What follows belongs to an exercise in optimizing a design on an open flow for small area, a short achievable clock period and few clock cycles; a production flow would make more cautious choices.

Setup of 06-02:
==> flow/design.v <==
module DALU(
	clk,
	rst,
	in_valid,
	instruction,
	out_valid,
	out
);
input clk, rst, in_valid;
input [18:0] instruction;
output reg out_valid;
output reg [15:0] out;
wire [2:0] op = instruction[18:16];
wire [3:0] f = instruction[3:0];
wire defined = (op == 3'd0) ? (f <= 4'd4) : (op <= 3'd4);
wire signed [15:0] s = {{10{instruction[15]}}, instruction[15:10]};
wire signed [15:0] t = {{10{instruction[9]}}, instruction[9:4]};
wire signed [15:0] l = {{12{instruction[3]}}, instruction[3:0]};
wire signed [15:0] T = {{6{instruction[9]}}, instruction[9:0]};
wire signed [15:0] u = s + t + l;
reg [15:0] r;
always @(*) begin
	case (op)
	3'd0:
		case (f)
		4'd0: r = s & t;
		4'd1: r = s | t;
		4'd2: r = s ^ t;
		4'd3: r = s + t;
		default: r = s - t;
		endcase
	3'd1: r = s * t * l;
	3'd2: r = u * u;
	3'd3: r = s + T;
	default: r = s - T;
	endcase
end
always @(posedge clk) begin
	if (rst) begin
		out_valid <= 1'b0;
		out <= 16'd0;
	end else begin
		out_valid <= in_valid;
		if (in_valid && defined)
			out <= r;
	end
end
endmodule
Settings: LEC_CHECK=0, CAP_MARGIN=20, CORE_MARGIN=2, CORE_UTILIZATION=40, SLEW_MARGIN=20; clock period 10.0 ns.
run.sh (not shown) runs the stock make flow with config.mk's settings and CLKGATE_MAP_FILE= SYNTH_SCRIPT=/design/flow/synth_recipe.tcl, a recipe that flattens the netlist after the stock synthesis.
diff inputs: 06-02 => 03-22
==> flow/design.v <==
module DALU(
	clk,
	rst,
	in_valid,
	instruction,
	out_valid,
	out
);
input clk, rst, in_valid;
input [18:0] instruction;
output reg out_valid;
output [15:0] out;
wire [2:0] op_in = instruction[18:16];
wire defined = (op_in == 3'd0) ? (instruction[3:0] <= 4'd4) : (op_in <= 3'd4);
reg [18:0] ir;
always @(posedge clk) begin
	if (rst) begin
		out_valid <= 1'b0;
		ir <= 19'd0;
	end else begin
		out_valid <= in_valid;
		if (in_valid && defined)
			ir <= instruction;
	end
end
wire [2:0] op = ir[18:16];
wire [3:0] f = ir[3:0];
wire signed [15:0] s = {{10{ir[15]}}, ir[15:10]};
wire signed [15:0] t = {{10{ir[9]}}, ir[9:4]};
wire signed [15:0] l = {{12{ir[3]}}, ir[3:0]};
wire signed [15:0] T = {{6{ir[9]}}, ir[9:0]};
wire signed [15:0] u = s + t + l;
reg [15:0] r;
always @(*) begin
	case (op)
	3'd0:
		case (f)
		4'd0: r = s & t;
		4'd1: r = s | t;
		4'd2: r = s ^ t;
		4'd3: r = s + t;
		default: r = s - t;
		endcase
	3'd1: r = s * t * l;
	3'd2: r = u * u;
	3'd3: r = s + T;
	default: r = s - T;
	endcase
end
assign out = r;
endmodule
==> comparison <==
There was hardly any difference in clock distribution area overhead in the final layout between 03-22 and 06-02.
06-02 → 03-22: relative area change from synthesis to final layout picked up an extra 2.9 points, final period utilization rose by 4.3 points, routed wire length went up, buffer and inverter count on the worst path dropped 2.
Function was not checked in any run of this note: the RTL went through the layout flow alone.

Setup of old:
DALU, a different RTL version from the one above (not shown whole).
Size in the first run: ~19 flip-flops, roughly 39 I/O pins.
==> flow/config.mk <==
export PLATFORM = sky130hd
export DESIGN_NAME = DALU
export DESIGN_NICKNAME = DALU
export VERILOG_FILES = /design/flow/design.v
export SDC_FILE = /design/flow/constraint.sdc
export NUM_CORES = 4
export LEC_CHECK = 0
export CAP_MARGIN = 20
export CORE_MARGIN = 2
export CORE_UTILIZATION = 70
export SLEW_MARGIN = 20
==> flow/constraint.sdc <==
create_clock -name core_clock -period 10.0 [get_ports {clk}]
set_input_delay 2.0000 -clock core_clock [delete_from_list [all_inputs] [get_ports {clk}]]
set_output_delay 2.0000 -clock core_clock [all_outputs]
set_load 0.01 [all_outputs]
standard.sh (not shown) runs the stock make flow with config.mk's settings and CLKGATE_MAP_FILE= SYNTH_SCRIPT=/design/flow/synth_recipe.tcl, a recipe that flattens the netlist after the stock synthesis.
==> flow/flow/run.sh <==
#!/bin/bash
# The standard layout, with the ports buffered by buf_2 cells and timing
# repair aiming for setup slack beyond the requirement (sizeup,swap).
set -euo pipefail
bash standard.sh "BUFFER_PORTS_ARGS=-buffer_cell sky130_fd_sc_hd__buf_2" \
	SETUP_SLACK_MARGIN=4.4 SETUP_MOVE_SEQUENCE=sizeup,swap finish > standard_flow.log 2>&1
Modified inputs, new compared to old
--- a/flow/design.v
+++ b/flow/design.v
@@ -28,33 +28,34 @@
 wire [2:0] op = instruction[18:16];
 wire [3:0] f = instruction[3:0];
 wire [5:0] si = instruction[15:10];
 wire [5:0] ti = instruction[9:4];
 wire [3:0] li = instruction[3:0];
 wire op0 = (op == 3'd0);
 wire defined = op0 ? (f <= 4'd4) : (op <= 3'd4);
 wire load = in_valid & defined;
-wire isop1 = (op == 3'd1);
-wire isop2 = (op == 3'd2);
+wire isop1 = op[0] & ~op[1];
+wire isop2 = op[1] & ~op[0];
 wire islog = op0 & ~f[2] & ~(f[1] & f[0]);
-wire sub = op0 ? f[2] : op[2];
+wire sub = op[2] | (op0 & f[2]);
+wire selt = ~op[0] & ~op[2];    
 wire d0n = li[1];
 wire d01 = li[0];
 wire d02 = li[1] & ~li[0];
 wire d1n = li[3] & ~(li[2] & li[1]);
 wire d11 = li[2] ^ li[1];
 wire d12 = (li[3] & ~li[2] & ~li[1]) | (~li[3] & li[2] & li[1]);
 wire [6:0] tx = {ti[5], ti};
 wire [6:0] p0 = ({7{d01}} & tx) | ({7{d02}} & {tx[5:0], 1'b0});
 wire [6:0] p1 = ({7{d11}} & tx) | ({7{d12}} & {tx[5:0], 1'b0});
 wire [10:0] m0 = {{4{p0[6]}}, p0} ^ {11{d0n}};
 wire [8:0] m1 = {{2{p1[6]}}, p1} ^ {9{d1n}};
 wire [5:0] lg = (f[1:0] == 2'd0) ? (si & ti) : (f[1:0] == 2'd1) ? (si | ti) : (si ^ ti);
-wire [10:0] bo = (op0 | isop2) ? {{5{ti[5]}}, ti} : {instruction[9], instruction[9:0]};
+wire [10:0] bo = selt ? {{5{ti[5]}}, ti} : {instruction[9], instruction[9:0]};
 wire [10:0] r1 = isop1 ? m0 : islog ? {{5{lg[5]}}, lg} : {{5{si[5]}}, si};
 wire [10:0] r2 = isop1 ? {m1, 2'b00} : islog ? 11'd0 : (bo ^ {11{sub & ~isop2}});
 wire [10:0] r3 = isop1 ? {8'd0, d1n, 1'b0, d0n} : isop2 ? {{7{li[3]}}, li} : {10'd0, sub & ~islog};
 wire ic0 = r1[0] ^ r2[0];
 wire ic1 = r1[0] & r2[0];
 wire ic2 = r1[1] ^ r2[1] ^ r3[1];
 wire ic3 = (r1[1] & r2[1]) | (r1[1] & r3[1]) | (r2[1] & r3[1]);
 wire ic4 = r1[2] ^ r2[2] ^ r3[2];
@@ -146,30 +147,30 @@
 wire c_in = isop2 & (sum[6] ^ sum[5]);
 wire [5:0] a_in = isop1 ? si : isop2 ? sum[5:0] : 6'd1;
 always @(posedge clk) begin
 	if (rst)
 		out_valid <= 1'b0;
 	else
 		out_valid <= in_valid;
 end
-reg [5:0] a;             
+reg [2:0] an, a1, a2;    
 reg c;                   
 reg [10:0] b;            
 always @(posedge clk) begin
 	if (rst) begin
-		a <= 6'd0;
+		an <= 3'd0;
+		a1 <= 3'd0;
+		a2 <= 3'd0;
 		c <= 1'b0;
 	end else if (load) begin
-		a <= a_in;
+		{a2, a1, an} <= booth3(a_in);
 		c <= c_in;
 	end
 end
-wire [2:0] an, a1, a2;
-assign {a2, a1, an} = booth3(a);
 always @(posedge clk) begin
 	if (load)
 		b <= b_in;
 end
 wire pr0_0 = ((a1[0] & b[0])) ^ an[0];
 wire pr0_1 = ((a1[0] & b[1]) | (a2[0] & b[0])) ^ an[0];
 wire pr0_2 = ((a1[0] & b[2]) | (a2[0] & b[1])) ^ an[0];
 wire pr0_3 = ((a1[0] & b[3]) | (a2[0] & b[2])) ^ an[0];
Results
Non-filler instance count after layout, old and new: larger value in old
For area of the multi-input gates, new and old come out practically identical.
Delta (new minus old): number of sequential cells saw an increase, area overhead of the layout relative to synthesis increased 1.8 points, wire length now sits higher, data required time of the worst path went up by 2.17 ns.
Total vias in the final route (lower): old
Of old and new, the lower critical path depth belongs to old.
Cell at the slowest stage of the critical path: dfxtp_4 -> old, a2111oi_4 -> new
No run of this note included a check of the RTL's function; only the layout flow was run.

-- re-timing with driven ports --
No port has a modelled driver above. Below, the same layouts with a new extraction and two added sets of constraints. Step 1 (the two cells are an assumption about what drives the block):
set clk [get_ports {clk}]
set_driving_cell -lib_cell sky130_fd_sc_hd__clkbuf_16 $clk
set_driving_cell -lib_cell sky130_fd_sc_hd__buf_2 [delete_from_list [all_inputs] $clk]
Step 2, shift: input delay + t, output delay - t, t = (earliest + latest rising clock arrival at the registers) / 2. This alone moves slack from input paths to output paths. a / b / c = ideal / step 1 / step 2; a / b = the first two.
run	t, ns	slack for setup (ns)	slew at the worst register clock pin (ns)	cell pins on the clock port's net
06-02	0.287	0.828 / 0.837 / 0.549	0.06 / 0.06	1
03-22	0.274	0.397 / 0.371 / 0.645	0.05 / 0.05	1
old	0.277	4.364 / 4.340 / 4.361	0.07 / 0.07	1
new	0.287	4.112 / 4.099 / 3.812	0.08 / 0.08	1
After both steps setup and hold are still met in every run listed. The setup slack of new, which loses most, moves by -0.013 ns with the drivers and by -0.300 ns with both steps.
